Source: an optimization exercise on an open RTL-to-GDS flow (aim: small area, a short achievable clock period and few clock cycles). Production flows keep margins and buffers that such runs may drop. Only simulation tests tie the RTL to the original design; equivalence was not proved. No activity file was given, so power comes from the tool's default toggle rates.

--- run.sh ---
#!/bin/bash
# synth_recipe.tcl (not shown) runs the flow's synth.tcl, then flattens the netlist and writes it again
# the make line also repeats each setting of config.mk as NAME=value (left out here)
make -C /OpenROAD-flow-scripts/flow DESIGN_CONFIG=/design/flow/config.mk WORK_HOME=/design/flow/orfs CLKGATE_MAP_FILE= SYNTH_SCRIPT=/design/flow/synth_recipe.tcl finish
--- config.mk ---
export PLATFORM = sky130hd
export DESIGN_NAME = JAM
export DESIGN_NICKNAME = JAM
export VERILOG_FILES = /design/flow/design.v
export SDC_FILE = /design/flow/constraint.sdc
export NUM_CORES = 4
export LEC_CHECK = 0
export CAP_MARGIN = 20
export CORE_MARGIN = 2
export CORE_UTILIZATION = 65
export SETUP_SLACK_MARGIN = 0.6
export SLEW_MARGIN = 20
--- constraint.sdc ---
create_clock -name core_clock -period 4.5 [get_ports {CLK}]
set_input_delay 0.9000 -clock core_clock [delete_from_list [all_inputs] [get_ports {CLK}]]
set_output_delay 0.9000 -clock core_clock [all_outputs]
set_load 0.01 [all_outputs]
--- design.v ---
module JAM (
    input CLK,
    input RST,
    output [2:0] W,
    output [2:0] J,
    input [6:0] Cost,
    output reg [3:0] MatchCount,
    output reg [9:0] MinCost,
    output reg Valid
);
reg [7:0] t;           
wire [7:0] t_next = RST ? 8'd1 : (t == 8'd126 ? t : t + 8'd1);
always @(posedge CLK) t <= t_next;
function [2:0] w_of(input [5:0] tt);
    begin
        case (tt)
            6'd0: w_of = 3'd1;
            6'd1: w_of = 3'd5;
            6'd2: w_of = 3'd3;
            6'd3: w_of = 3'd6;
            6'd4: w_of = 3'd5;
            6'd5: w_of = 3'd2;
            6'd6: w_of = 3'd0;
            6'd7: w_of = 3'd1;
            6'd8: w_of = 3'd6;
            6'd9: w_of = 3'd2;
            6'd10: w_of = 3'd4;
            6'd11: w_of = 3'd2;
            6'd12: w_of = 3'd2;
            6'd13: w_of = 3'd4;
            6'd14: w_of = 3'd1;
            6'd15: w_of = 3'd6;
            6'd16: w_of = 3'd3;
            6'd17: w_of = 3'd6;
            6'd18: w_of = 3'd0;
            6'd19: w_of = 3'd4;
            6'd20: w_of = 3'd3;
            6'd21: w_of = 3'd0;
            6'd22: w_of = 3'd4;
            6'd23: w_of = 3'd3;
            6'd24: w_of = 3'd4;
            6'd25: w_of = 3'd7;
            6'd26: w_of = 3'd6;
            6'd27: w_of = 3'd7;
            6'd28: w_of = 3'd1;
            6'd29: w_of = 3'd7;
            6'd30: w_of = 3'd5;
            6'd31: w_of = 3'd7;
            6'd32: w_of = 3'd2;
            6'd33: w_of = 3'd1;
            6'd34: w_of = 3'd7;
            6'd35: w_of = 3'd3;
            6'd36: w_of = 3'd0;
            6'd37: w_of = 3'd6;
            6'd38: w_of = 3'd2;
            6'd39: w_of = 3'd2;
            6'd40: w_of = 3'd0;
            6'd41: w_of = 3'd3;
            6'd42: w_of = 3'd5;
            6'd43: w_of = 3'd5;
            6'd44: w_of = 3'd7;
            6'd45: w_of = 3'd3;
            6'd46: w_of = 3'd6;
            6'd47: w_of = 3'd0;
            6'd48: w_of = 3'd5;
            6'd49: w_of = 3'd4;
            6'd50: w_of = 3'd1;
            6'd51: w_of = 3'd0;
            6'd52: w_of = 3'd4;
            6'd53: w_of = 3'd1;
            6'd54: w_of = 3'd3;
            6'd55: w_of = 3'd5;
            6'd56: w_of = 3'd7;
            6'd57: w_of = 3'd0;
            6'd58: w_of = 3'd2;
            6'd59: w_of = 3'd1;
            6'd60: w_of = 3'd6;
            6'd61: w_of = 3'd5;
            6'd62: w_of = 3'd7;
            6'd63: w_of = 3'd4;
            default: w_of = 3'd0;
        endcase
    end
endfunction
wire [2:0] lw = w_of(t[5:0]);
reg [2:0] lj;           
always @* begin
    case (lw)
        3'd0: lj = t[2:0] - 3'd6;
        3'd1: lj = t[2:0] - 3'd0;
        3'd2: lj = t[2:0] - 3'd7;
        3'd3: lj = t[2:0] - 3'd6;
        3'd4: lj = t[2:0] - 3'd3;
        3'd5: lj = t[2:0] - 3'd1;
        3'd6: lj = t[2:0] - 3'd0;
        3'd7: lj = t[2:0] - 3'd2;
        default: lj = t[2:0];
    endcase
end
assign W = RST ? 3'd1 : lw;
assign J = RST ? 3'd0 : lj;
reg [6:0] R [0:7][0:7];
integer wi, pi;
always @(posedge CLK) begin
    for (wi = 0; wi < 8; wi = wi + 1) begin
        for (pi = 7; pi > 0; pi = pi - 1)
            R[wi][pi] <= R[wi][pi-1];
        if (RST ? (wi == 1) : (t < 8'd64 && lw == wi))
            R[wi][0] <= Cost;
        else
            R[wi][0] <= R[wi][7];
    end
end
function [4:0] pat_of(input [7:0] tt);    
    begin
        case (tt)
            8'd46: pat_of = 5'd22;
            8'd49: pat_of = 5'd23;
            8'd52: pat_of = 5'd18;
            8'd53: pat_of = 5'd25;
            8'd54: pat_of = 5'd21;
            8'd55: pat_of = 5'd20;
            8'd56: pat_of = 5'd21;
            8'd57: pat_of = 5'd19;
            8'd58: pat_of = 5'd18;
            8'd59: pat_of = 5'd23;
            8'd60: pat_of = 5'd24;
            8'd61: pat_of = 5'd19;
            8'd62: pat_of = 5'd25;
            8'd63: pat_of = 5'd24;
            8'd64: pat_of = 5'd23;
            8'd65: pat_of = 5'd24;
            8'd66: pat_of = 5'd16;
            8'd67: pat_of = 5'd22;
            8'd68: pat_of = 5'd23;
            8'd69: pat_of = 5'd17;
            8'd70: pat_of = 5'd24;
            8'd71: pat_of = 5'd23;
            8'd72: pat_of = 5'd22;
            8'd73: pat_of = 5'd22;
            8'd74: pat_of = 5'd23;
            8'd75: pat_of = 5'd21;
            8'd76: pat_of = 5'd22;
            8'd77: pat_of = 5'd16;
            8'd78: pat_of = 5'd23;
            8'd79: pat_of = 5'd18;
            8'd80: pat_of = 5'd20;
            8'd81: pat_of = 5'd21;
            8'd82: pat_of = 5'd22;
            8'd83: pat_of = 5'd20;
            8'd84: pat_of = 5'd21;
            8'd85: pat_of = 5'd23;
            8'd86: pat_of = 5'd20;
            8'd87: pat_of = 5'd17;
            8'd88: pat_of = 5'd19;
            8'd89: pat_of = 5'd20;
            8'd90: pat_of = 5'd21;
            8'd91: pat_of = 5'd19;
            8'd92: pat_of = 5'd20;
            8'd93: pat_of = 5'd22;
            8'd94: pat_of = 5'd19;
            8'd95: pat_of = 5'd22;
            8'd96: pat_of = 5'd18;
            8'd97: pat_of = 5'd18;
            8'd98: pat_of = 5'd20;
            8'd99: pat_of = 5'd18;
            8'd100: pat_of = 5'd19;
            8'd101: pat_of = 5'd21;
            8'd102: pat_of = 5'd18;
            8'd103: pat_of = 5'd21;
            8'd104: pat_of = 5'd17;
            8'd105: pat_of = 5'd17;
            8'd106: pat_of = 5'd19;
            8'd107: pat_of = 5'd17;
            8'd108: pat_of = 5'd17;
            8'd109: pat_of = 5'd20;
            8'd110: pat_of = 5'd17;
            8'd111: pat_of = 5'd19;
            8'd112: pat_of = 5'd16;
            8'd113: pat_of = 5'd16;
            8'd114: pat_of = 5'd17;
            8'd115: pat_of = 5'd16;
            8'd116: pat_of = 5'd16;
            8'd117: pat_of = 5'd18;
            8'd118: pat_of = 5'd16;
            8'd119: pat_of = 5'd16;
            default: pat_of = 5'd0;
        endcase
    end
endfunction
reg [4:0] pn;           
reg iv;                 
always @(posedge CLK) begin
    pn <= RST ? pat_of(8'd0) : pat_of(t);
    iv <= ~RST & pn[4];
end
wire [6:0] a00 = R[0][2];
wire [6:0] a10 = R[1][0];
wire [6:0] a20 = R[2][1];
wire [6:0] a30 = R[3][2];
reg [1:0] sel_a1_0;
always @(posedge CLK) begin
    case (pn[3:0])
        4'd2, 4'd4, 4'd5, 4'd6, 4'd7, 4'd8: sel_a1_0 <= 2'd1;
        default: sel_a1_0 <= 2'd2;
    endcase
end
wire [6:0] a01 = ({7{sel_a1_0[0]}} & R[0][3]) | ({7{sel_a1_0[1]}} & R[0][4]);
reg [1:0] sel_a1_1;
always @(posedge CLK) begin
    if (RST) sel_a1_1 <= 2'd0;
    else begin
        case (pn[3:0])
            4'd2, 4'd4, 4'd5, 4'd6, 4'd7, 4'd8: sel_a1_1 <= 2'd1;
            default: sel_a1_1 <= 2'd2;
        endcase
    end
end
wire [6:0] a11 = ({7{sel_a1_1[0]}} & R[1][1]) | ({7{sel_a1_1[1]}} & R[1][2]);
reg [1:0] sel_a1_2;
always @(posedge CLK) begin
    if (RST) sel_a1_2 <= 2'd3;
    else begin
        case (pn[3:0])
            4'd2, 4'd4, 4'd5, 4'd6, 4'd7, 4'd8: sel_a1_2 <= 2'd1;
            default: sel_a1_2 <= 2'd2;
        endcase
    end
end
wire [6:0] a21 = ({7{sel_a1_2[0]}} & R[2][2]) | ({7{sel_a1_2[1]}} & R[2][3]);
reg [1:0] sel_a1_3;
always @(posedge CLK) begin
    if (RST) sel_a1_3 <= 2'd1;
    else begin
        case (pn[3:0])
            4'd2, 4'd4, 4'd5, 4'd6, 4'd7, 4'd8: sel_a1_3 <= 2'd1;
            default: sel_a1_3 <= 2'd2;
        endcase
    end
end
wire [6:0] a31 = ({7{sel_a1_3[0]}} & R[3][3]) | ({7{sel_a1_3[1]}} & R[3][4]);
reg [3:0] sel_a2_0;
always @(posedge CLK) begin
    case (pn[3:0])
        4'd0, 4'd1, 4'd3: sel_a2_0 <= 4'd1;
        4'd4, 4'd6: sel_a2_0 <= 4'd2;
        4'd2, 4'd7, 4'd9: sel_a2_0 <= 4'd4;
        default: sel_a2_0 <= 4'd8;
    endcase
end
wire [6:0] a02 = ({7{sel_a2_0[0]}} & R[0][3]) | ({7{sel_a2_0[1]}} & R[0][5]) | ({7{sel_a2_0[2]}} & R[0][6]) | ({7{sel_a2_0[3]}} & R[0][7]);
reg [3:0] sel_a2_1;
always @(posedge CLK) begin
    if (RST) sel_a2_1 <= 4'd0;
    else begin
        case (pn[3:0])
            4'd0, 4'd1, 4'd3: sel_a2_1 <= 4'd1;
            4'd4, 4'd6: sel_a2_1 <= 4'd2;
            4'd2, 4'd7, 4'd9: sel_a2_1 <= 4'd4;
            default: sel_a2_1 <= 4'd8;
        endcase
    end
end
wire [6:0] a12 = ({7{sel_a2_1[0]}} & R[1][1]) | ({7{sel_a2_1[1]}} & R[1][3]) | ({7{sel_a2_1[2]}} & R[1][4]) | ({7{sel_a2_1[3]}} & R[1][5]);
reg [3:0] sel_a2_2;
always @(posedge CLK) begin
    if (RST) sel_a2_2 <= 4'd15;
    else begin
        case (pn[3:0])
            4'd0, 4'd1, 4'd3: sel_a2_2 <= 4'd1;
            4'd4, 4'd6: sel_a2_2 <= 4'd2;
            4'd2, 4'd7, 4'd9: sel_a2_2 <= 4'd4;
            default: sel_a2_2 <= 4'd8;
        endcase
    end
end
wire [6:0] a22 = ({7{sel_a2_2[0]}} & R[2][2]) | ({7{sel_a2_2[1]}} & R[2][4]) | ({7{sel_a2_2[2]}} & R[2][5]) | ({7{sel_a2_2[3]}} & R[2][6]);
reg [3:0] sel_a2_3;
always @(posedge CLK) begin
    if (RST) sel_a2_3 <= 4'd1;
    else begin
        case (pn[3:0])
            4'd0, 4'd1, 4'd3: sel_a2_3 <= 4'd1;
            4'd4, 4'd6: sel_a2_3 <= 4'd2;
            4'd2, 4'd7, 4'd9: sel_a2_3 <= 4'd4;
            default: sel_a2_3 <= 4'd8;
        endcase
    end
end
wire [6:0] a32 = ({7{sel_a2_3[0]}} & R[3][3]) | ({7{sel_a2_3[1]}} & R[3][5]) | ({7{sel_a2_3[2]}} & R[3][6]) | ({7{sel_a2_3[3]}} & R[3][7]);
reg [3:0] sel_a3_0;
always @(posedge CLK) begin
    case (pn[3:0])
        4'd5: sel_a3_0 <= 4'd1;
        4'd1, 4'd4, 4'd8: sel_a3_0 <= 4'd2;
        4'd3, 4'd6, 4'd7, 4'd9: sel_a3_0 <= 4'd4;
        default: sel_a3_0 <= 4'd8;
    endcase
end
wire [6:0] a03 = ({7{sel_a3_0[0]}} & R[0][5]) | ({7{sel_a3_0[1]}} & R[0][6]) | ({7{sel_a3_0[2]}} & R[0][0]) | ({7{sel_a3_0[3]}} & R[0][1]);
reg [3:0] sel_a3_1;
always @(posedge CLK) begin
    if (RST) sel_a3_1 <= 4'd0;
    else begin
        case (pn[3:0])
            4'd5: sel_a3_1 <= 4'd1;
            4'd1, 4'd4, 4'd8: sel_a3_1 <= 4'd2;
            4'd3, 4'd6, 4'd7, 4'd9: sel_a3_1 <= 4'd4;
            default: sel_a3_1 <= 4'd8;
        endcase
    end
end
wire [6:0] a13 = ({7{sel_a3_1[0]}} & R[1][3]) | ({7{sel_a3_1[1]}} & R[1][4]) | ({7{sel_a3_1[2]}} & R[1][6]) | ({7{sel_a3_1[3]}} & R[1][7]);
reg [3:0] sel_a3_2;
always @(posedge CLK) begin
    if (RST) sel_a3_2 <= 4'd15;
    else begin
        case (pn[3:0])
            4'd5: sel_a3_2 <= 4'd1;
            4'd1, 4'd4, 4'd8: sel_a3_2 <= 4'd2;
            4'd3, 4'd6, 4'd7, 4'd9: sel_a3_2 <= 4'd4;
            default: sel_a3_2 <= 4'd8;
        endcase
    end
end
wire [6:0] a23 = ({7{sel_a3_2[0]}} & R[2][4]) | ({7{sel_a3_2[1]}} & R[2][5]) | ({7{sel_a3_2[2]}} & R[2][7]) | ({7{sel_a3_2[3]}} & R[2][0]);
reg [3:0] sel_a3_3;
always @(posedge CLK) begin
    if (RST) sel_a3_3 <= 4'd1;
    else begin
        case (pn[3:0])
            4'd5: sel_a3_3 <= 4'd1;
            4'd1, 4'd4, 4'd8: sel_a3_3 <= 4'd2;
            4'd3, 4'd6, 4'd7, 4'd9: sel_a3_3 <= 4'd4;
            default: sel_a3_3 <= 4'd8;
        endcase
    end
end
wire [6:0] a33 = ({7{sel_a3_3[0]}} & R[3][5]) | ({7{sel_a3_3[1]}} & R[3][6]) | ({7{sel_a3_3[2]}} & R[3][0]) | ({7{sel_a3_3[3]}} & R[3][1]);
reg [3:0] sel_b0_0;
always @(posedge CLK) begin
    case (pn[3:0])
        4'd9: sel_b0_0 <= 4'd1;
        4'd2, 4'd7, 4'd8: sel_b0_0 <= 4'd2;
        4'd0, 4'd3, 4'd5, 4'd6: sel_b0_0 <= 4'd4;
        default: sel_b0_0 <= 4'd8;
    endcase
end
wire [6:0] b00 = ({7{sel_b0_0[0]}} & R[4][6]) | ({7{sel_b0_0[1]}} & R[4][7]) | ({7{sel_b0_0[2]}} & R[4][1]) | ({7{sel_b0_0[3]}} & R[4][2]);
reg [3:0] sel_b0_1;
always @(posedge CLK) begin
    if (RST) sel_b0_1 <= 4'd0;
    else begin
        case (pn[3:0])
            4'd9: sel_b0_1 <= 4'd1;
            4'd2, 4'd7, 4'd8: sel_b0_1 <= 4'd2;
            4'd0, 4'd3, 4'd5, 4'd6: sel_b0_1 <= 4'd4;
            default: sel_b0_1 <= 4'd8;
        endcase
    end
end
wire [6:0] b10 = ({7{sel_b0_1[0]}} & R[5][0]) | ({7{sel_b0_1[1]}} & R[5][1]) | ({7{sel_b0_1[2]}} & R[5][3]) | ({7{sel_b0_1[3]}} & R[5][4]);
reg [3:0] sel_b0_2;
always @(posedge CLK) begin
    if (RST) sel_b0_2 <= 4'd15;
    else begin
        case (pn[3:0])
            4'd9: sel_b0_2 <= 4'd1;
            4'd2, 4'd7, 4'd8: sel_b0_2 <= 4'd2;
            4'd0, 4'd3, 4'd5, 4'd6: sel_b0_2 <= 4'd4;
            default: sel_b0_2 <= 4'd8;
        endcase
    end
end
wire [6:0] b20 = ({7{sel_b0_2[0]}} & R[6][1]) | ({7{sel_b0_2[1]}} & R[6][2]) | ({7{sel_b0_2[2]}} & R[6][4]) | ({7{sel_b0_2[3]}} & R[6][5]);
reg [3:0] sel_b0_3;
always @(posedge CLK) begin
    if (RST) sel_b0_3 <= 4'd1;
    else begin
        case (pn[3:0])
            4'd9: sel_b0_3 <= 4'd1;
            4'd2, 4'd7, 4'd8: sel_b0_3 <= 4'd2;
            4'd0, 4'd3, 4'd5, 4'd6: sel_b0_3 <= 4'd4;
            default: sel_b0_3 <= 4'd8;
        endcase
    end
end
wire [6:0] b30 = ({7{sel_b0_3[0]}} & R[7][7]) | ({7{sel_b0_3[1]}} & R[7][0]) | ({7{sel_b0_3[2]}} & R[7][2]) | ({7{sel_b0_3[3]}} & R[7][3]);
reg [1:0] sel_b1_0;
always @(posedge CLK) begin
    case (pn[3:0])
        4'd4, 4'd5, 4'd6: sel_b1_0 <= 2'd1;
        default: sel_b1_0 <= 2'd2;
    endcase
end
wire [6:0] b01 = ({7{sel_b1_0[0]}} & R[4][7]) | ({7{sel_b1_0[1]}} & R[4][0]);
reg [1:0] sel_b1_1;
always @(posedge CLK) begin
    if (RST) sel_b1_1 <= 2'd0;
    else begin
        case (pn[3:0])
            4'd4, 4'd5, 4'd6: sel_b1_1 <= 2'd1;
            default: sel_b1_1 <= 2'd2;
        endcase
    end
end
wire [6:0] b11 = ({7{sel_b1_1[0]}} & R[5][1]) | ({7{sel_b1_1[1]}} & R[5][2]);
reg [1:0] sel_b1_2;
always @(posedge CLK) begin
    if (RST) sel_b1_2 <= 2'd3;
    else begin
        case (pn[3:0])
            4'd4, 4'd5, 4'd6: sel_b1_2 <= 2'd1;
            default: sel_b1_2 <= 2'd2;
        endcase
    end
end
wire [6:0] b21 = ({7{sel_b1_2[0]}} & R[6][2]) | ({7{sel_b1_2[1]}} & R[6][3]);
reg [1:0] sel_b1_3;
always @(posedge CLK) begin
    if (RST) sel_b1_3 <= 2'd1;
    else begin
        case (pn[3:0])
            4'd4, 4'd5, 4'd6: sel_b1_3 <= 2'd1;
            default: sel_b1_3 <= 2'd2;
        endcase
    end
end
wire [6:0] b31 = ({7{sel_b1_3[0]}} & R[7][0]) | ({7{sel_b1_3[1]}} & R[7][1]);
reg [1:0] sel_b2_0;
always @(posedge CLK) begin
    case (pn[3:0])
        4'd0, 4'd2, 4'd3, 4'd6, 4'd7, 4'd9: sel_b2_0 <= 2'd1;
        default: sel_b2_0 <= 2'd2;
    endcase
end
wire [6:0] b02 = ({7{sel_b2_0[0]}} & R[4][2]) | ({7{sel_b2_0[1]}} & R[4][4]);
reg [1:0] sel_b2_1;
always @(posedge CLK) begin
    if (RST) sel_b2_1 <= 2'd0;
    else begin
        case (pn[3:0])
            4'd0, 4'd2, 4'd3, 4'd6, 4'd7, 4'd9: sel_b2_1 <= 2'd1;
            default: sel_b2_1 <= 2'd2;
        endcase
    end
end
wire [6:0] b12 = ({7{sel_b2_1[0]}} & R[5][4]) | ({7{sel_b2_1[1]}} & R[5][6]);
reg [1:0] sel_b2_2;
always @(posedge CLK) begin
    if (RST) sel_b2_2 <= 2'd3;
    else begin
        case (pn[3:0])
            4'd0, 4'd2, 4'd3, 4'd6, 4'd7, 4'd9: sel_b2_2 <= 2'd1;
            default: sel_b2_2 <= 2'd2;
        endcase
    end
end
wire [6:0] b22 = ({7{sel_b2_2[0]}} & R[6][5]) | ({7{sel_b2_2[1]}} & R[6][7]);
reg [1:0] sel_b2_3;
always @(posedge CLK) begin
    if (RST) sel_b2_3 <= 2'd1;
    else begin
        case (pn[3:0])
            4'd0, 4'd2, 4'd3, 4'd6, 4'd7, 4'd9: sel_b2_3 <= 2'd1;
            default: sel_b2_3 <= 2'd2;
        endcase
    end
end
wire [6:0] b32 = ({7{sel_b2_3[0]}} & R[7][3]) | ({7{sel_b2_3[1]}} & R[7][5]);
reg [1:0] sel_b3_0;
always @(posedge CLK) begin
    case (pn[3:0])
        4'd0, 4'd1, 4'd2, 4'd4, 4'd5, 4'd8: sel_b3_0 <= 2'd1;
        default: sel_b3_0 <= 2'd2;
    endcase
end
wire [6:0] b03 = ({7{sel_b3_0[0]}} & R[4][3]) | ({7{sel_b3_0[1]}} & R[4][4]);
reg [1:0] sel_b3_1;
always @(posedge CLK) begin
    if (RST) sel_b3_1 <= 2'd0;
    else begin
        case (pn[3:0])
            4'd0, 4'd1, 4'd2, 4'd4, 4'd5, 4'd8: sel_b3_1 <= 2'd1;
            default: sel_b3_1 <= 2'd2;
        endcase
    end
end
wire [6:0] b13 = ({7{sel_b3_1[0]}} & R[5][5]) | ({7{sel_b3_1[1]}} & R[5][6]);
reg [1:0] sel_b3_2;
always @(posedge CLK) begin
    if (RST) sel_b3_2 <= 2'd3;
    else begin
        case (pn[3:0])
            4'd0, 4'd1, 4'd2, 4'd4, 4'd5, 4'd8: sel_b3_2 <= 2'd1;
            default: sel_b3_2 <= 2'd2;
        endcase
    end
end
wire [6:0] b23 = ({7{sel_b3_2[0]}} & R[6][6]) | ({7{sel_b3_2[1]}} & R[6][7]);
reg [1:0] sel_b3_3;
always @(posedge CLK) begin
    if (RST) sel_b3_3 <= 2'd1;
    else begin
        case (pn[3:0])
            4'd0, 4'd1, 4'd2, 4'd4, 4'd5, 4'd8: sel_b3_3 <= 2'd1;
            default: sel_b3_3 <= 2'd2;
        endcase
    end
end
wire [6:0] b33 = ({7{sel_b3_3[0]}} & R[7][4]) | ({7{sel_b3_3[1]}} & R[7][5]);
wire [107:0] pa, pb;
side_pairs UPA (.c({a33, a32, a31, a30, a23, a22, a21, a20, a13, a12, a11, a10, a03, a02, a01, a00}), .s(pa));
side_pairs UPB (.c({b33, b32, b31, b30, b23, b22, b21, b20, b13, b12, b11, b10, b03, b02, b01, b00}), .s(pb));
reg [107:0] pa_q, pb_q;
reg v1, v2, v3, v4;
always @(posedge CLK) begin
    pa_q <= pa;
    pb_q <= pb;
    v1 <= ~RST & iv;
    v2 <= ~RST & v1;
    v3 <= ~RST & v2;
    v4 <= ~RST & v3;
end
wire [38:0] ha, hb;
side_half UHA (.s(pa_q), .h(ha));
side_half UHB (.s(pb_q), .h(hb));
reg [38:0] ha_q, hb_q;
always @(posedge CLK) begin
    ha_q <= ha;
    hb_q <= hb;
end
wire [25:0] ga, gb;
mc_comb UGA (.a(ha_q[12:0]), .b(ha_q[25:13]), .y(ga[12:0]));
mc_comb UGB (.a(hb_q[12:0]), .b(hb_q[25:13]), .y(gb[12:0]));
assign ga[25:13] = ha_q[38:26];
assign gb[25:13] = hb_q[38:26];
reg [25:0] ga_q, gb_q;
always @(posedge CLK) begin
    ga_q <= ga;
    gb_q <= gb;
end
wire [12:0] ma, mb;
mc_comb UMA (.a(ga_q[12:0]), .b(ga_q[25:13]), .y(ma));
mc_comb UMB (.a(gb_q[12:0]), .b(gb_q[25:13]), .y(mb));
reg [9:0] cand;
reg [3:0] ka, kb;
always @(posedge CLK) begin
    cand <= {1'b0, ma[8:0]} + {1'b0, mb[8:0]};
    ka <= ma[12:9];
    kb <= mb[12:9];
end
wire [3:0] cc = ka * kb;
always @(posedge CLK) begin
    if (RST) begin
        MinCost <= 10'h3ff;
        MatchCount <= 4'd0;
        Valid <= 1'b0;
    end else begin
        if (v4) begin
            if (cand < MinCost) begin
                MinCost <= cand;
                MatchCount <= cc;
            end else if (cand == MinCost) begin
                MatchCount <= MatchCount + cc;
            end
        end
        Valid <= (t == 8'd125);
    end
end
endmodule
module mc_comb (
    input  [12:0] a,
    input  [12:0] b,
    output [12:0] y
);
wire lt = a[8:0] < b[8:0];
wire eq = a[8:0] == b[8:0];
assign y = eq ? {a[12:9] + b[12:9], a[8:0]} : (lt ? a : b);
endmodule
module side_pairs (
    input  [111:0] c,       
    output [107:0] s        
);
function [8:0] pair;        
    input [6:0] x0, y1, y0, x1;    
    reg [7:0] u, v;
    begin
        u = x0 + y1;
        v = y0 + x1;
        pair = {u == v, (u < v) ? u : v};
    end
endfunction
wire [6:0] q [0:3][0:3];
genvar gr, gs;
generate for (gr = 0; gr < 4; gr = gr + 1) begin : g_r
    for (gs = 0; gs < 4; gs = gs + 1) begin : g_s
        assign q[gr][gs] = c[(gr*4+gs)*7 +: 7];
    end
end endgenerate
assign s[0*9 +: 9] = pair(q[0][0], q[1][1], q[0][1], q[1][0]);
assign s[6*9 +: 9] = pair(q[2][0], q[3][1], q[2][1], q[3][0]);
assign s[1*9 +: 9] = pair(q[0][0], q[1][2], q[0][2], q[1][0]);
assign s[7*9 +: 9] = pair(q[2][0], q[3][2], q[2][2], q[3][0]);
assign s[2*9 +: 9] = pair(q[0][0], q[1][3], q[0][3], q[1][0]);
assign s[8*9 +: 9] = pair(q[2][0], q[3][3], q[2][3], q[3][0]);
assign s[3*9 +: 9] = pair(q[0][1], q[1][2], q[0][2], q[1][1]);
assign s[9*9 +: 9] = pair(q[2][1], q[3][2], q[2][2], q[3][1]);
assign s[4*9 +: 9] = pair(q[0][1], q[1][3], q[0][3], q[1][1]);
assign s[10*9 +: 9] = pair(q[2][1], q[3][3], q[2][3], q[3][1]);
assign s[5*9 +: 9] = pair(q[0][2], q[1][3], q[0][3], q[1][2]);
assign s[11*9 +: 9] = pair(q[2][2], q[3][3], q[2][3], q[3][2]);
endmodule
module side_half (
    input  [107:0] s,
    output [38:0] h         
);
wire [12:0] e [0:5];
genvar gi;
generate for (gi = 0; gi < 6; gi = gi + 1) begin : g_e
    wire [1:0] lg = {1'b0, s[gi*9+8]} + {1'b0, s[(11-gi)*9+8]};
    assign e[gi] = {4'd1 << lg, {1'b0, s[gi*9 +: 8]} + {1'b0, s[(11-gi)*9 +: 8]}};
end endgenerate
mc_comb C0 (.a(e[0]), .b(e[1]), .y(h[12:0]));
mc_comb C1 (.a(e[2]), .b(e[3]), .y(h[25:13]));
mc_comb C2 (.a(e[4]), .b(e[5]), .y(h[38:26]));
endmodule
==> impl_results.rst, run 1 <==
.. list-table::
   :header-rows: 1

   * - Metric
     - Value
   * - DP Worst Slack
     - 0.383 ns
   * - Share of cells above drive strength 1
     - 0.100
   * - Setup violators final
     - 0
   * - Final Skew
     - 0.0243 ns
   * - Gate count of the mapped netlist
     - 5319
   * - Share of flip-flops with an asynchronous set or reset after synthesis
     - 0
   * - Crit Path Class
     - register to register
   * - Layout filler cell count
     - 5870
   * - Number of slew-limit violations in the final report
     - 0
   * - Final worst path period need
     - 3.82 ns
   * - Mean number of vias per cell
     - 6.08
   * - Distinct cells, synth
     - 67
   * - Biggest area contributors in the synthesized netlist
     - sky130_fd_sc_hd__dfxtp_1, sky130_fd_sc_hd__ha_1, sky130_fd_sc_hd__a21oi_1
   * - Wire length of the first global-routing pass
     - 217000 um
   * - Total Negative Setup Slacks
     - 0 ns
   * - Maximum number of pins on one net before global-route repair
     - 35
   * - Clock transition at the registers of the reported paths
     - 0.07 ns
   * - Antenna violations before repair
     - 13
   * - Number of top-level design ports
     - 30
   * - Worst relative slew slack
     - 0.243
   * - CORE AREA
     - 0.0776 sq mm
   * - Library cell with the highest instance count after synthesis
     - sky130_fd_sc_hd__dfxtp_1
   * - Max Clock Freq
     - 261 MHz
   * - GPL Wtd Cong
     - 0.987
   * - Outcome
     - complete, no violations
   * - Final worst-path cycle share
     - 0.850
   * - Number of buffers added by the clock tree synthesis step
     - 93
   * - Die area
     - 0.0808 sq mm
   * - Via count of the first global-routing pass
     - 37916
   * - Post-synth top area share
     - 0.356
   * - Gr usage total
     - 0.346
   * - Worst path arrival time
     - 4.43 ns
   * - Starting DRC count in detailed routing
     - 3610
   * - Initial standard-cell utilization of the core
     - 0.658
   * - Number of violations of the max-capacitance limit
     - 0
   * - Via total after detailed routing
     - 39940
   * - DRC violation count after routing
     - 0
   * - TritonCTS sink count
     - 908
   * - Post-layout instance count excluding filler cells
     - 6565
   * - CTS Buffer Depth
     - 3
   * - Total grt overflow
     - 0
   * - Worst-Margin Slew
     - 1.13 ns
   * - Setup repair after global routing missed its margin
     - yes
   * - Wire length reported by the detailed router
     - 143000 um
   * - Post-synthesis to final-layout area growth
     - 11.1%
   * - Crit path launch type
     - register
   * - Area taken by multi-input logic gates
     - 0.0311 sq mm
   * - Insertion delay of the later-clocked pin in the worst-skew pair
     - 0.66 ns
   * - IR drop worst, VDD
     - 0.578 mV
   * - Nets@finish
     - 6356
   * - Row cnt
     - 102
   * - Die width
     - 284 um
   * - Die height
     - 284 um
   * - CP Data Required Time
     - 5.10 ns
   * - Most common flop cell mapped by yosys
     - sky130_fd_sc_hd__dfxtp_1
   * - Placed wire-length estimate
     - 114000 um
   * - Register cell area after layout
     - 0.0182 sq mm
   * - Crit-path max FO
     - 9
   * - Count of buffers inserted at the top-level ports
     - 29
   * - Worst hold path class
     - register to register
   * - Mean area per synthesized cell
     - 9.60 sq um
   * - Post-route ant nets
     - 0
   * - Leak
     - 27.8 nW
   * - Final WS setup
     - 0.675 ns
   * - Post-synth EDFFs
     - 0
   * - Post-Syn Area
     - 0.0511 sq mm
   * - Synth area leader
     - sky130_fd_sc_hd__dfxtp_1
   * - Endpoint kind of the worst setup timing path
     - register
   * - Core occupancy in the finished layout
     - 0.731
   * - Synth Net Count
     - 6226
   * - CTS Root Buffer Type
     - sky130_fd_sc_hd__clkbuf_16
   * - Synthesized flop and latch total
     - 908
   * - Hold Fails Final Rpt
     - 0
   * - Total power per unit cell area
     - 811 mW/mm^2
   * - Instance count after placement with tap cells included
     - 6383
   * - Number of warnings printed during yosys synthesis
     - 4
   * - Clock tree from TritonCTS
     - yes
   * - Post-synth top cells
     - sky130_fd_sc_hd__dfxtp_1, sky130_fd_sc_hd__ha_1, sky130_fd_sc_hd__a21oi_1, sky130_fd_sc_hd__inv_1, sky130_fd_sc_hd__nand2_1
   * - Sequential-to-total area share from yosys stat
     - 0.356
   * - Routed length per placed instance
     - 21.8 um
   * - H-tree level count
     - 3
   * - DR pass1 iterations
     - 6
==> worst paths after layout <==
path / endpoint / startpoint / cells after the start / slack (ns)
max: pa_q[0]$_DFF_P_ / sel_a1_0[0]$_DFF_P_ / 18 / 0.68
min reg2reg: R[38][0]$_DFF_P_ / R[37][0]$_DFF_P_ / 0 / 0.32
max reg2reg: pa_q[0]$_DFF_P_ / sel_a1_0[0]$_DFF_P_ / 18 / 0.68
min: R[38][0]$_DFF_P_ / R[37][0]$_DFF_P_ / 0 / 0.32
==> stage by stage <==
step	power (mW)	hold slack (ns)	instance area, sq um
2_1_floorplan	29.1	0.310	51100
4_1_cts	44.8	0.322	56200
6_report	46.0	0.320	56700
3_5_place_dp	36.4	0.312	52900
3_3_place_gp	35.9	0.310	52900
5_1_grt	49.3	0.327	56700
==> area by class of cell <==
| type | instances | share of cell area |
|---|---|---|
| clock inverter | 42 | 0.00951 |
| timing repair buffer | 132 | 0.0189 |
| tap | 1040 | 0.0229 |
| inverter | 460 | 0.0305 |
| antenna | 2 | 0.0000883 |
| sequential | 908 | 0.322 |
| clock buffer | 127 | 0.0476 |
| multi-input combinational | 3854 | 0.549 |
==> worst max-delay path, stage by stage, from the launching register on <==
cell,delay [ns]
sky130_fd_sc_hd__dfxtp_1,0.46
sky130_fd_sc_hd__a22o_1,0.29
sky130_fd_sc_hd__ha_1,0.20
sky130_fd_sc_hd__inv_1,0.06
sky130_fd_sc_hd__fa_1,0.40
sky130_fd_sc_hd__inv_1,0.07
sky130_fd_sc_hd__a21oi_1,0.06
sky130_fd_sc_hd__o21bai_1,0.19
sky130_fd_sc_hd__a21o_1,0.19
sky130_fd_sc_hd__a21o_1,0.14
sky130_fd_sc_hd__xor2_1,0.25
sky130_fd_sc_hd__inv_1,0.08
sky130_fd_sc_hd__ha_1,0.31
sky130_fd_sc_hd__a21o_1,0.16
sky130_fd_sc_hd__a21oi_1,0.15
sky130_fd_sc_hd__o21ai_1,0.16
sky130_fd_sc_hd__buf_4,0.20
sky130_fd_sc_hd__o21ai_1,0.23
sky130_fd_sc_hd__buf_4,0.17
==> registers in the layout (all words and copies together), names as in the netlist, 10 cells and up <==
register / cells
R: 448
pa_q: 108
pb_q: 108
ha_q: 39
hb_q: 39
ga_q: 26
gb_q: 26
MinCost: 10
cand: 10
==> where the power goes <==
| group | switching (mW) | internal [mW] |
|---|---|---|
| sequential | 1.54 | 10.5 |
| combinational | 15.0 | 10.8 |
| clock | 3.28 | 4.80 |
| total | 19.9 | 26.1 |
==> cell families after synthesis <==
| group | synth area share |
|---|---|
| adders and majority gates | 0.231 |
| muxes | 0.0407 |
| AOI/OAI and AO/OA | 0.192 |
| and+or+nand+nor | 0.0773 |
| xor gates and xnor gates | 0.0611 |
| buffers and inverters | 0.0415 |
| DFF | 0.356 |
==> cells in the final DEF (no fill, tap or decap), types with 109 or more instances in the layout <==
master / synthesis / final
sky130_fd_sc_hd__mux2_2: 141 / 141
sky130_fd_sc_hd__o21bai_1: 109 / 109
sky130_fd_sc_hd__o21ai_0: 261 / 233
sky130_fd_sc_hd__a21oi_1: 480 / 458
sky130_fd_sc_hd__nor2_1: 216 / 216
sky130_fd_sc_hd__a21o_1: 214 / 209
sky130_fd_sc_hd__xor2_1: 110 / 110
sky130_fd_sc_hd__inv_1: 459 / 458
sky130_fd_sc_hd__dfxtp_1: 908 / 876
sky130_fd_sc_hd__nand2_1: 368 / 358
sky130_fd_sc_hd__a22oi_1: 165 / 162
sky130_fd_sc_hd__ha_1: 831 / 830
sky130_fd_sc_hd__xnor2_1: 244 / 242
==> timing repair <==
action	4_1_cts	5_1_grt
hold buffers	0	0
setup endpoints to repair	70	207
pin swaps	1	8
cloned	0	1
resized for setup	29	136
setup buffers	1	9
==> metal layers <==
metal,up-vias,share of wire,track usage
met5,-,0.00028,0
met4,6,0.032,0.109
met3,288,0.087,0.0616
met2,1579,0.42,0.524
met1,18882,0.46,0.501
li1,19185,-,-
Testbench counts, summed over its fixed seeds: cycles 1,016.
==> inputs of run 2 (changes only) <==
--- a/design.v
+++ b/design.v
@@ -207,4 +207,5 @@
 end
 wire [6:0] a01 = ({7{sel_a1_0[0]}} & R[0][3]) | ({7{sel_a1_0[1]}} & R[0][4]);
+wire [6:0] a11 = ({7{sel_a1_0[0]}} & R[1][1]) | ({7{sel_a1_0[1]}} & R[1][2]);
 reg [1:0] sel_a1_1;
 always @(posedge CLK) begin
@@ -217,27 +218,6 @@
     end
 end
-wire [6:0] a11 = ({7{sel_a1_1[0]}} & R[1][1]) | ({7{sel_a1_1[1]}} & R[1][2]);
-reg [1:0] sel_a1_2;
-always @(posedge CLK) begin
-    if (RST) sel_a1_2 <= 2'd3;
-    else begin
-        case (pn[3:0])
-            4'd2, 4'd4, 4'd5, 4'd6, 4'd7, 4'd8: sel_a1_2 <= 2'd1;
-            default: sel_a1_2 <= 2'd2;
-        endcase
-    end
-end
-wire [6:0] a21 = ({7{sel_a1_2[0]}} & R[2][2]) | ({7{sel_a1_2[1]}} & R[2][3]);
-reg [1:0] sel_a1_3;
-always @(posedge CLK) begin
-    if (RST) sel_a1_3 <= 2'd1;
-    else begin
-        case (pn[3:0])
-            4'd2, 4'd4, 4'd5, 4'd6, 4'd7, 4'd8: sel_a1_3 <= 2'd1;
-            default: sel_a1_3 <= 2'd2;
-        endcase
-    end
-end
-wire [6:0] a31 = ({7{sel_a1_3[0]}} & R[3][3]) | ({7{sel_a1_3[1]}} & R[3][4]);
+wire [6:0] a21 = ({7{sel_a1_1[0]}} & R[2][2]) | ({7{sel_a1_1[1]}} & R[2][3]);
+wire [6:0] a31 = ({7{sel_a1_1[0]}} & R[3][3]) | ({7{sel_a1_1[1]}} & R[3][4]);
 reg [3:0] sel_a2_0;
 always @(posedge CLK) begin
@@ -250,4 +230,5 @@
 end
 wire [6:0] a02 = ({7{sel_a2_0[0]}} & R[0][3]) | ({7{sel_a2_0[1]}} & R[0][5]) | ({7{sel_a2_0[2]}} & R[0][6]) | ({7{sel_a2_0[3]}} & R[0][7]);
+wire [6:0] a12 = ({7{sel_a2_0[0]}} & R[1][1]) | ({7{sel_a2_0[1]}} & R[1][3]) | ({7{sel_a2_0[2]}} & R[1][4]) | ({7{sel_a2_0[3]}} & R[1][5]);
 reg [3:0] sel_a2_1;
 always @(posedge CLK) begin
@@ -262,31 +243,6 @@
     end
 end
-wire [6:0] a12 = ({7{sel_a2_1[0]}} & R[1][1]) | ({7{sel_a2_1[1]}} & R[1][3]) | ({7{sel_a2_1[2]}} & R[1][4]) | ({7{sel_a2_1[3]}} & R[1][5]);
-reg [3:0] sel_a2_2;
-always @(posedge CLK) begin
-    if (RST) sel_a2_2 <= 4'd15;
-    else begin
-        case (pn[3:0])
-            4'd0, 4'd1, 4'd3: sel_a2_2 <= 4'd1;
-            4'd4, 4'd6: sel_a2_2 <= 4'd2;
-            4'd2, 4'd7, 4'd9: sel_a2_2 <= 4'd4;
-            default: sel_a2_2 <= 4'd8;
-        endcase
-    end
-end
-wire [6:0] a22 = ({7{sel_a2_2[0]}} & R[2][2]) | ({7{sel_a2_2[1]}} & R[2][4]) | ({7{sel_a2_2[2]}} & R[2][5]) | ({7{sel_a2_2[3]}} & R[2][6]);
-reg [3:0] sel_a2_3;
-always @(posedge CLK) begin
-    if (RST) sel_a2_3 <= 4'd1;
-    else begin
-        case (pn[3:0])
-            4'd0, 4'd1, 4'd3: sel_a2_3 <= 4'd1;
-            4'd4, 4'd6: sel_a2_3 <= 4'd2;
-            4'd2, 4'd7, 4'd9: sel_a2_3 <= 4'd4;
-            default: sel_a2_3 <= 4'd8;
-        endcase
-    end
-end
-wire [6:0] a32 = ({7{sel_a2_3[0]}} & R[3][3]) | ({7{sel_a2_3[1]}} & R[3][5]) | ({7{sel_a2_3[2]}} & R[3][6]) | ({7{sel_a2_3[3]}} & R[3][7]);
+wire [6:0] a22 = ({7{sel_a2_1[0]}} & R[2][2]) | ({7{sel_a2_1[1]}} & R[2][4]) | ({7{sel_a2_1[2]}} & R[2][5]) | ({7{sel_a2_1[3]}} & R[2][6]);
+wire [6:0] a32 = ({7{sel_a2_1[0]}} & R[3][3]) | ({7{sel_a2_1[1]}} & R[3][5]) | ({7{sel_a2_1[2]}} & R[3][6]) | ({7{sel_a2_1[3]}} & R[3][7]);
 reg [3:0] sel_a3_0;
 always @(posedge CLK) begin
@@ -299,4 +255,5 @@
 end
 wire [6:0] a03 = ({7{sel_a3_0[0]}} & R[0][5]) | ({7{sel_a3_0[1]}} & R[0][6]) | ({7{sel_a3_0[2]}} & R[0][0]) | ({7{sel_a3_0[3]}} & R[0][1]);
+wire [6:0] a13 = ({7{sel_a3_0[0]}} & R[1][3]) | ({7{sel_a3_0[1]}} & R[1][4]) | ({7{sel_a3_0[2]}} & R[1][6]) | ({7{sel_a3_0[3]}} & R[1][7]);
 reg [3:0] sel_a3_1;
 always @(posedge CLK) begin
@@ -311,31 +268,6 @@
     end
 end
-wire [6:0] a13 = ({7{sel_a3_1[0]}} & R[1][3]) | ({7{sel_a3_1[1]}} & R[1][4]) | ({7{sel_a3_1[2]}} & R[1][6]) | ({7{sel_a3_1[3]}} & R[1][7]);
-reg [3:0] sel_a3_2;
-always @(posedge CLK) begin
-    if (RST) sel_a3_2 <= 4'd15;
-    else begin
-        case (pn[3:0])
-            4'd5: sel_a3_2 <= 4'd1;
-            4'd1, 4'd4, 4'd8: sel_a3_2 <= 4'd2;
-            4'd3, 4'd6, 4'd7, 4'd9: sel_a3_2 <= 4'd4;
-            default: sel_a3_2 <= 4'd8;
-        endcase
-    end
-end
-wire [6:0] a23 = ({7{sel_a3_2[0]}} & R[2][4]) | ({7{sel_a3_2[1]}} & R[2][5]) | ({7{sel_a3_2[2]}} & R[2][7]) | ({7{sel_a3_2[3]}} & R[2][0]);
-reg [3:0] sel_a3_3;
-always @(posedge CLK) begin
-    if (RST) sel_a3_3 <= 4'd1;
-    else begin
-        case (pn[3:0])
-            4'd5: sel_a3_3 <= 4'd1;
-            4'd1, 4'd4, 4'd8: sel_a3_3 <= 4'd2;
-            4'd3, 4'd6, 4'd7, 4'd9: sel_a3_3 <= 4'd4;
-            default: sel_a3_3 <= 4'd8;
-        endcase
-    end
-end
-wire [6:0] a33 = ({7{sel_a3_3[0]}} & R[3][5]) | ({7{sel_a3_3[1]}} & R[3][6]) | ({7{sel_a3_3[2]}} & R[3][0]) | ({7{sel_a3_3[3]}} & R[3][1]);
+wire [6:0] a23 = ({7{sel_a3_1[0]}} & R[2][4]) | ({7{sel_a3_1[1]}} & R[2][5]) | ({7{sel_a3_1[2]}} & R[2][7]) | ({7{sel_a3_1[3]}} & R[2][0]);
+wire [6:0] a33 = ({7{sel_a3_1[0]}} & R[3][5]) | ({7{sel_a3_1[1]}} & R[3][6]) | ({7{sel_a3_1[2]}} & R[3][0]) | ({7{sel_a3_1[3]}} & R[3][1]);
 reg [3:0] sel_b0_0;
 always @(posedge CLK) begin
@@ -348,4 +280,5 @@
 end
 wire [6:0] b00 = ({7{sel_b0_0[0]}} & R[4][6]) | ({7{sel_b0_0[1]}} & R[4][7]) | ({7{sel_b0_0[2]}} & R[4][1]) | ({7{sel_b0_0[3]}} & R[4][2]);
+wire [6:0] b10 = ({7{sel_b0_0[0]}} & R[5][0]) | ({7{sel_b0_0[1]}} & R[5][1]) | ({7{sel_b0_0[2]}} & R[5][3]) | ({7{sel_b0_0[3]}} & R[5][4]);
 reg [3:0] sel_b0_1;
 always @(posedge CLK) begin
@@ -360,31 +293,6 @@
     end
 end
-wire [6:0] b10 = ({7{sel_b0_1[0]}} & R[5][0]) | ({7{sel_b0_1[1]}} & R[5][1]) | ({7{sel_b0_1[2]}} & R[5][3]) | ({7{sel_b0_1[3]}} & R[5][4]);
-reg [3:0] sel_b0_2;
-always @(posedge CLK) begin
-    if (RST) sel_b0_2 <= 4'd15;
-    else begin
-        case (pn[3:0])
-            4'd9: sel_b0_2 <= 4'd1;
-            4'd2, 4'd7, 4'd8: sel_b0_2 <= 4'd2;
-            4'd0, 4'd3, 4'd5, 4'd6: sel_b0_2 <= 4'd4;
-            default: sel_b0_2 <= 4'd8;
-        endcase
-    end
-end
-wire [6:0] b20 = ({7{sel_b0_2[0]}} & R[6][1]) | ({7{sel_b0_2[1]}} & R[6][2]) | ({7{sel_b0_2[2]}} & R[6][4]) | ({7{sel_b0_2[3]}} & R[6][5]);
-reg [3:0] sel_b0_3;
-always @(posedge CLK) begin
-    if (RST) sel_b0_3 <= 4'd1;
-    else begin
-        case (pn[3:0])
-            4'd9: sel_b0_3 <= 4'd1;
-            4'd2, 4'd7, 4'd8: sel_b0_3 <= 4'd2;
-            4'd0, 4'd3, 4'd5, 4'd6: sel_b0_3 <= 4'd4;
-            default: sel_b0_3 <= 4'd8;
-        endcase
-    end
-end
-wire [6:0] b30 = ({7{sel_b0_3[0]}} & R[7][7]) | ({7{sel_b0_3[1]}} & R[7][0]) | ({7{sel_b0_3[2]}} & R[7][2]) | ({7{sel_b0_3[3]}} & R[7][3]);
+wire [6:0] b20 = ({7{sel_b0_1[0]}} & R[6][1]) | ({7{sel_b0_1[1]}} & R[6][2]) | ({7{sel_b0_1[2]}} & R[6][4]) | ({7{sel_b0_1[3]}} & R[6][5]);
+wire [6:0] b30 = ({7{sel_b0_1[0]}} & R[7][7]) | ({7{sel_b0_1[1]}} & R[7][0]) | ({7{sel_b0_1[2]}} & R[7][2]) | ({7{sel_b0_1[3]}} & R[7][3]);
 reg [1:0] sel_b1_0;
 always @(posedge CLK) begin
@@ -395,4 +303,5 @@
 end
 wire [6:0] b01 = ({7{sel_b1_0[0]}} & R[4][7]) | ({7{sel_b1_0[1]}} & R[4][0]);
+wire [6:0] b11 = ({7{sel_b1_0[0]}} & R[5][1]) | ({7{sel_b1_0[1]}} & R[5][2]);
 reg [1:0] sel_b1_1;
 always @(posedge CLK) begin
@@ -405,27 +314,6 @@
     end
 end
-wire [6:0] b11 = ({7{sel_b1_1[0]}} & R[5][1]) | ({7{sel_b1_1[1]}} & R[5][2]);
-reg [1:0] sel_b1_2;
-always @(posedge CLK) begin
-    if (RST) sel_b1_2 <= 2'd3;
-    else begin
-        case (pn[3:0])
-            4'd4, 4'd5, 4'd6: sel_b1_2 <= 2'd1;
-            default: sel_b1_2 <= 2'd2;
-        endcase
-    end
-end
-wire [6:0] b21 = ({7{sel_b1_2[0]}} & R[6][2]) | ({7{sel_b1_2[1]}} & R[6][3]);
-reg [1:0] sel_b1_3;
-always @(posedge CLK) begin
-    if (RST) sel_b1_3 <= 2'd1;
-    else begin
-        case (pn[3:0])
-            4'd4, 4'd5, 4'd6: sel_b1_3 <= 2'd1;
-            default: sel_b1_3 <= 2'd2;
-        endcase
-    end
-end
-wire [6:0] b31 = ({7{sel_b1_3[0]}} & R[7][0]) | ({7{sel_b1_3[1]}} & R[7][1]);
+wire [6:0] b21 = ({7{sel_b1_1[0]}} & R[6][2]) | ({7{sel_b1_1[1]}} & R[6][3]);
+wire [6:0] b31 = ({7{sel_b1_1[0]}} & R[7][0]) | ({7{sel_b1_1[1]}} & R[7][1]);
 reg [1:0] sel_b2_0;
 always @(posedge CLK) begin
@@ -436,4 +324,5 @@
 end
 wire [6:0] b02 = ({7{sel_b2_0[0]}} & R[4][2]) | ({7{sel_b2_0[1]}} & R[4][4]);
+wire [6:0] b12 = ({7{sel_b2_0[0]}} & R[5][4]) | ({7{sel_b2_0[1]}} & R[5][6]);
 reg [1:0] sel_b2_1;
 always @(posedge CLK) begin
@@ -446,27 +335,6 @@
     end
 end
-wire [6:0] b12 = ({7{sel_b2_1[0]}} & R[5][4]) | ({7{sel_b2_1[1]}} & R[5][6]);
-reg [1:0] sel_b2_2;
-always @(posedge CLK) begin
-    if (RST) sel_b2_2 <= 2'd3;
-    else begin
-        case (pn[3:0])
-            4'd0, 4'd2, 4'd3, 4'd6, 4'd7, 4'd9: sel_b2_2 <= 2'd1;
-            default: sel_b2_2 <= 2'd2;
-        endcase
-    end
-end
-wire [6:0] b22 = ({7{sel_b2_2[0]}} & R[6][5]) | ({7{sel_b2_2[1]}} & R[6][7]);
-reg [1:0] sel_b2_3;
-always @(posedge CLK) begin
-    if (RST) sel_b2_3 <= 2'd1;
-    else begin
-        case (pn[3:0])
-            4'd0, 4'd2, 4'd3, 4'd6, 4'd7, 4'd9: sel_b2_3 <= 2'd1;
-            default: sel_b2_3 <= 2'd2;
-        endcase
-    end
-end
-wire [6:0] b32 = ({7{sel_b2_3[0]}} & R[7][3]) | ({7{sel_b2_3[1]}} & R[7][5]);
+wire [6:0] b22 = ({7{sel_b2_1[0]}} & R[6][5]) | ({7{sel_b2_1[1]}} & R[6][7]);
+wire [6:0] b32 = ({7{sel_b2_1[0]}} & R[7][3]) | ({7{sel_b2_1[1]}} & R[7][5]);
 reg [1:0] sel_b3_0;
 always @(posedge CLK) begin
@@ -477,4 +345,5 @@
 end
 wire [6:0] b03 = ({7{sel_b3_0[0]}} & R[4][3]) | ({7{sel_b3_0[1]}} & R[4][4]);
+wire [6:0] b13 = ({7{sel_b3_0[0]}} & R[5][5]) | ({7{sel_b3_0[1]}} & R[5][6]);
 reg [1:0] sel_b3_1;
 always @(posedge CLK) begin
@@ -487,27 +356,6 @@
     end
 end
-wire [6:0] b13 = ({7{sel_b3_1[0]}} & R[5][5]) | ({7{sel_b3_1[1]}} & R[5][6]);
-reg [1:0] sel_b3_2;
-always @(posedge CLK) begin
-    if (RST) sel_b3_2 <= 2'd3;
-    else begin
-        case (pn[3:0])
-            4'd0, 4'd1, 4'd2, 4'd4, 4'd5, 4'd8: sel_b3_2 <= 2'd1;
-            default: sel_b3_2 <= 2'd2;
-        endcase
-    end
-end
-wire [6:0] b23 = ({7{sel_b3_2[0]}} & R[6][6]) | ({7{sel_b3_2[1]}} & R[6][7]);
-reg [1:0] sel_b3_3;
-always @(posedge CLK) begin
-    if (RST) sel_b3_3 <= 2'd1;
-    else begin
-        case (pn[3:0])
-            4'd0, 4'd1, 4'd2, 4'd4, 4'd5, 4'd8: sel_b3_3 <= 2'd1;
-            default: sel_b3_3 <= 2'd2;
-        endcase
-    end
-end
-wire [6:0] b33 = ({7{sel_b3_3[0]}} & R[7][4]) | ({7{sel_b3_3[1]}} & R[7][5]);
+wire [6:0] b23 = ({7{sel_b3_1[0]}} & R[6][6]) | ({7{sel_b3_1[1]}} & R[6][7]);
+wire [6:0] b33 = ({7{sel_b3_1[0]}} & R[7][4]) | ({7{sel_b3_1[1]}} & R[7][5]);
 wire [107:0] pa, pb;
 side_pairs UPA (.c({a33, a32, a31, a30, a23, a22, a21, a20, a13, a12, a11, a10, a03, a02, a01, a00}), .s(pa));
==> impl_results.rst, run 2 <==
.. list-table::
   :header-rows: 1

   * - Metric
     - Value
   * - Distinct cells, synth
     - 77
   * - DP Worst Slack
     - 0.385 ns
   * - DRC violation count after routing
     - 0
   * - Total grt overflow
     - 0
   * - Crit path launch type
     - register
   * - Number of top-level design ports
     - 30
   * - Clock tree from TritonCTS
     - yes
   * - Launch point of the critical path
     - sel_a2_1[0]$_SDFF_PP0_
   * - Wire length of the first global-routing pass
     - 218000 um
   * - CTS Buffer Depth
     - 3
   * - Antenna violations before repair
     - 9
   * - Hold Fails Final Rpt
     - 0
   * - CTS Root Buffer Type
     - sky130_fd_sc_hd__clkbuf_16
   * - Commonest cells after routing, fill and taps aside
     - sky130_fd_sc_hd__dfxtp_1, sky130_fd_sc_hd__ha_1, sky130_fd_sc_hd__inv_1
   * - Starting DRC count in detailed routing
     - 3104
   * - Synth area leader
     - sky130_fd_sc_hd__dfxtp_1
   * - Post-Syn Area
     - 0.0513 sq mm
   * - Most common library cell in the layout ignoring fill and taps
     - sky130_fd_sc_hd__dfxtp_1
   * - Final worst path period need
     - 3.81 ns
   * - CP Data Required Time
     - 5.07 ns
   * - Share of flip-flops with an asynchronous set or reset after synthesis
     - 0
   * - IR drop worst, VDD
     - 0.563 mV
   * - Total Negative Setup Slacks
     - 0 ns
   * - TritonCTS sink count
     - 888
   * - Setup violators final
     - 0
   * - Clock transition at the registers of the reported paths
     - 0.07 ns
   * - DR pass1 iterations
     - 5
   * - Crit Path Class
     - register to register
   * - Post-route ant nets
     - 0
   * - Number of warnings printed during yosys synthesis
     - 4
   * - Post-synth EDFFs
     - 0
   * - Top Family by Delay on Critical Path
     - compound AO/OA/AOI/OAI gates
   * - Crit path cell chain
     - buf_4 > a22oi_1 > nand2_2 > buf_4 > ha_1 > a21o_1 > a21oi_1 > o21bai_1 > a21oi_1 > xor2_1 > ha_1 > a21o_1 > a21o_1 > a21oi_1 > o21ai_2 > clkdlybuf4s15_2 > o21ai_1
   * - Placed wire-length estimate
     - 113000 um
   * - GPL Wtd Cong
     - 1.00
   * - Gr usage total
     - 0.344
   * - Reg with most FFs
     - R
   * - Row cnt
     - 102
   * - Biggest area contributors in the synthesized netlist
     - sky130_fd_sc_hd__dfxtp_1, sky130_fd_sc_hd__ha_1, sky130_fd_sc_hd__a21oi_1
   * - Worst hold path class
     - register to register
   * - Total power per unit cell area
     - 799 mW/mm^2
   * - Synth Net Count
     - 6276
   * - Worst r2r src
     - sel_a2_1[0]$_SDFF_PP0_
   * - Library cell with the highest instance count after synthesis
     - sky130_fd_sc_hd__dfxtp_1
   * - Number of inserted diodes
     - 0
   * - Worst path arrival time
     - 4.38 ns
   * - Mean number of vias per cell
     - 6.07
   * - CORE AREA
     - 0.0777 sq mm
   * - Share of cells above drive strength 1
     - 0.0985
   * - Maximum number of pins on one net before global-route repair
     - 35
   * - Final worst-path cycle share
     - 0.847
   * - Number of slew-limit violations in the final report
     - 0
   * - Most common flop cell mapped by yosys
     - sky130_fd_sc_hd__dfxtp_1
   * - Outcome
     - complete, no violations
   * - CTS Hold Buffers Added
     - 0
   * - Setup repair after global routing missed its margin
     - yes
   * - Final WS setup
     - 0.690 ns
   * - Largest register FFs
     - 448
   * - Sequential-to-total area share from yosys stat
     - 0.347
   * - Mean area per synthesized cell
     - 9.55 sq um
   * - Max Clock Freq
     - 262 MHz
   * - Leak
     - 27.4 nW
   * - Die width
     - 285 um
   * - Die area
     - 0.0811 sq mm
   * - Count of buffers inserted at the top-level ports
     - 29
   * - Via total after detailed routing
     - 40054
   * - Crit-path max FO
     - 14
   * - Routed length per placed instance
     - 21.6 um
   * - Bufs and invs on worst path
     - 3
   * - Post-synth top area share
     - 0.347
   * - Via count of the first global-routing pass
     - 38218
   * - Insertion delay of the later-clocked pin in the worst-skew pair
     - 0.67 ns
   * - Number of violations of the max-capacitance limit
     - 0
   * - Wire length reported by the detailed router
     - 143000 um
   * - Final Skew
     - 0.0298 ns
   * - Die height
     - 285 um
   * - H-tree level count
     - 3
   * - Cell type of the slowest stage on the worst timing path
     - sky130_fd_sc_hd__dfxtp_1
   * - Worst relative slew slack
     - 0.366
   * - Nets@finish
     - 6394
   * - Post-synthesis to final-layout area growth
     - 10.8%
   * - Hold Path Origin
     - hb_q[26]$_DFF_P_
   * - Worst-Margin Slew
     - 0.947 ns
   * - Post-synth top cells
     - sky130_fd_sc_hd__dfxtp_1, sky130_fd_sc_hd__ha_1, sky130_fd_sc_hd__inv_1, sky130_fd_sc_hd__a21oi_1, sky130_fd_sc_hd__nand2_1
   * - Biggest registers after layout
     - R x448, pa_q x108, pb_q x108
   * - Highest cell delay on the worst timing path
     - 0.30 ns
   * - Gate count of the mapped netlist
     - 5369
   * - Endpoint kind of the worst setup timing path
     - register
   * - Number of buffers added by the clock tree synthesis step
     - 89
   * - Initial standard-cell utilization of the core
     - 0.660
   * - Synthesized flop and latch total
     - 888
[run 2: final timing paths]
| kind | to | slack [ns] | depth (start not counted) |
|---|---|---|---|
| setup / recovery | pa_q[100]$_DFF_P_ | 0.69 | 17 |
| hold / removal | gb_q[13]$_DFF_P_ | 0.32 | 0 |
| setup reg to reg | pa_q[100]$_DFF_P_ | 0.69 | 17 |
| hold reg to reg | gb_q[13]$_DFF_P_ | 0.32 | 0 |
[run 2: what timing repair did]
item / in CTS / in global routing
endpoints found under the setup margin: 49 / 196
buffers inserted: 1 / 20
cloned: 0 / 1
pin swaps: 0 / 26
resized for setup: 21 / 134
endpoints found under the hold margin: 0 / 0
[run 2: kinds of logic (layout without fill, tap and decap cells)]
kind of cell | count (synthesis) | after routing | synth area share
compound gates | 1486 | 1486 | 0.189
xor+xnor | 340 | 340 | 0.0581
mux | 234 | 234 | 0.0490
fa+ha+maj | 898 | 898 | 0.229
flops | 888 | 888 | 0.347
buf+inv | 598 | 790 | 0.0442
simple gates | 925 | 925 | 0.0843
[run 2: power breakdown]
part	switching [mW]	internal, mW
clock	3.33	4.43
combinational	14.6	10.8
sequential	1.79	10.4
[run 2: area by class of cell]
| class | instances | area, sq um |
|---|---|---|
| tap | 1040 | 1300 |
| timing repair buffer | 143 | 1150 |
| clock inverter | 54 | 676 |
| inverter | 482 | 1810 |
| fill | 5889 | 20900 |
| clock buffer | 111 | 2430 |
| sequential | 888 | 17800 |
| multi-input combinational | 3883 | 31600 |
[run 2: metrics by stage]
stage / hold slack, ns / util / power, mW / cell area [sq um] / cells
3_3_place_gp: 0.310 / 0.683 / 35.8 / 53100 / 6414
6_report: 0.323 / 0.731 / 45.4 / 56800 / 6601
5_1_grt: 0.321 / 0.731 / 48.9 / 56800 / 6601
2_1_floorplan: 0.310 / - / 29.7 / 51300 / 5369
4_1_cts: 0.316 / 0.724 / 44.4 / 56300 / 6580
3_5_place_dp: 0.312 / 0.683 / 36.4 / 53100 / 6414
[run 2: layer usage]
| layer | global-route usage | wire [um] | vias to the layer above |
|---|---|---|---|
| li1 | - | - | 19347 |
| met1 | 0.492 | 65600 | 19009 |
| met2 | 0.530 | 61300 | 1429 |
| met3 | 0.0610 | 11400 | 267 |
| met4 | 0.106 | 4520 | 2 |
| met5 | 0 | 7 | - |
Testbench counts of run 2, summed over its fixed seeds: cycles 1,016.

static timing again, ports no longer ideal:
The results above use ideal ports. As a check the final layouts listed here were re-extracted and re-timed, cells and wires unchanged.
Step 1 (the two cells are an assumption about what drives the block):
set clk [get_ports {CLK}]
set_driving_cell -lib_cell sky130_fd_sc_hd__clkbuf_16 $clk
set_driving_cell -lib_cell sky130_fd_sc_hd__buf_2 [delete_from_list [all_inputs] $clk]
Step 2 times the ports against the registers' clock, not the clock port: input delays grow and output delays shrink by t, the midpoint of the rising clock arrivals with the driver on.
a / b / c = ideal / step 1 / step 2; a / b = the first two.
run	shift t [ns]	setup WS [ns]	worst hold slack (ns)	worst setup path at the end
run 1	0.721	0.675 / 0.675 / 0.675	0.320 / 0.320 / 0.320	register to register
run 2	0.730	0.690 / 0.690 / 0.690	0.323 / 0.323 / 0.323	register to register
After both steps every run listed still meets setup and hold.
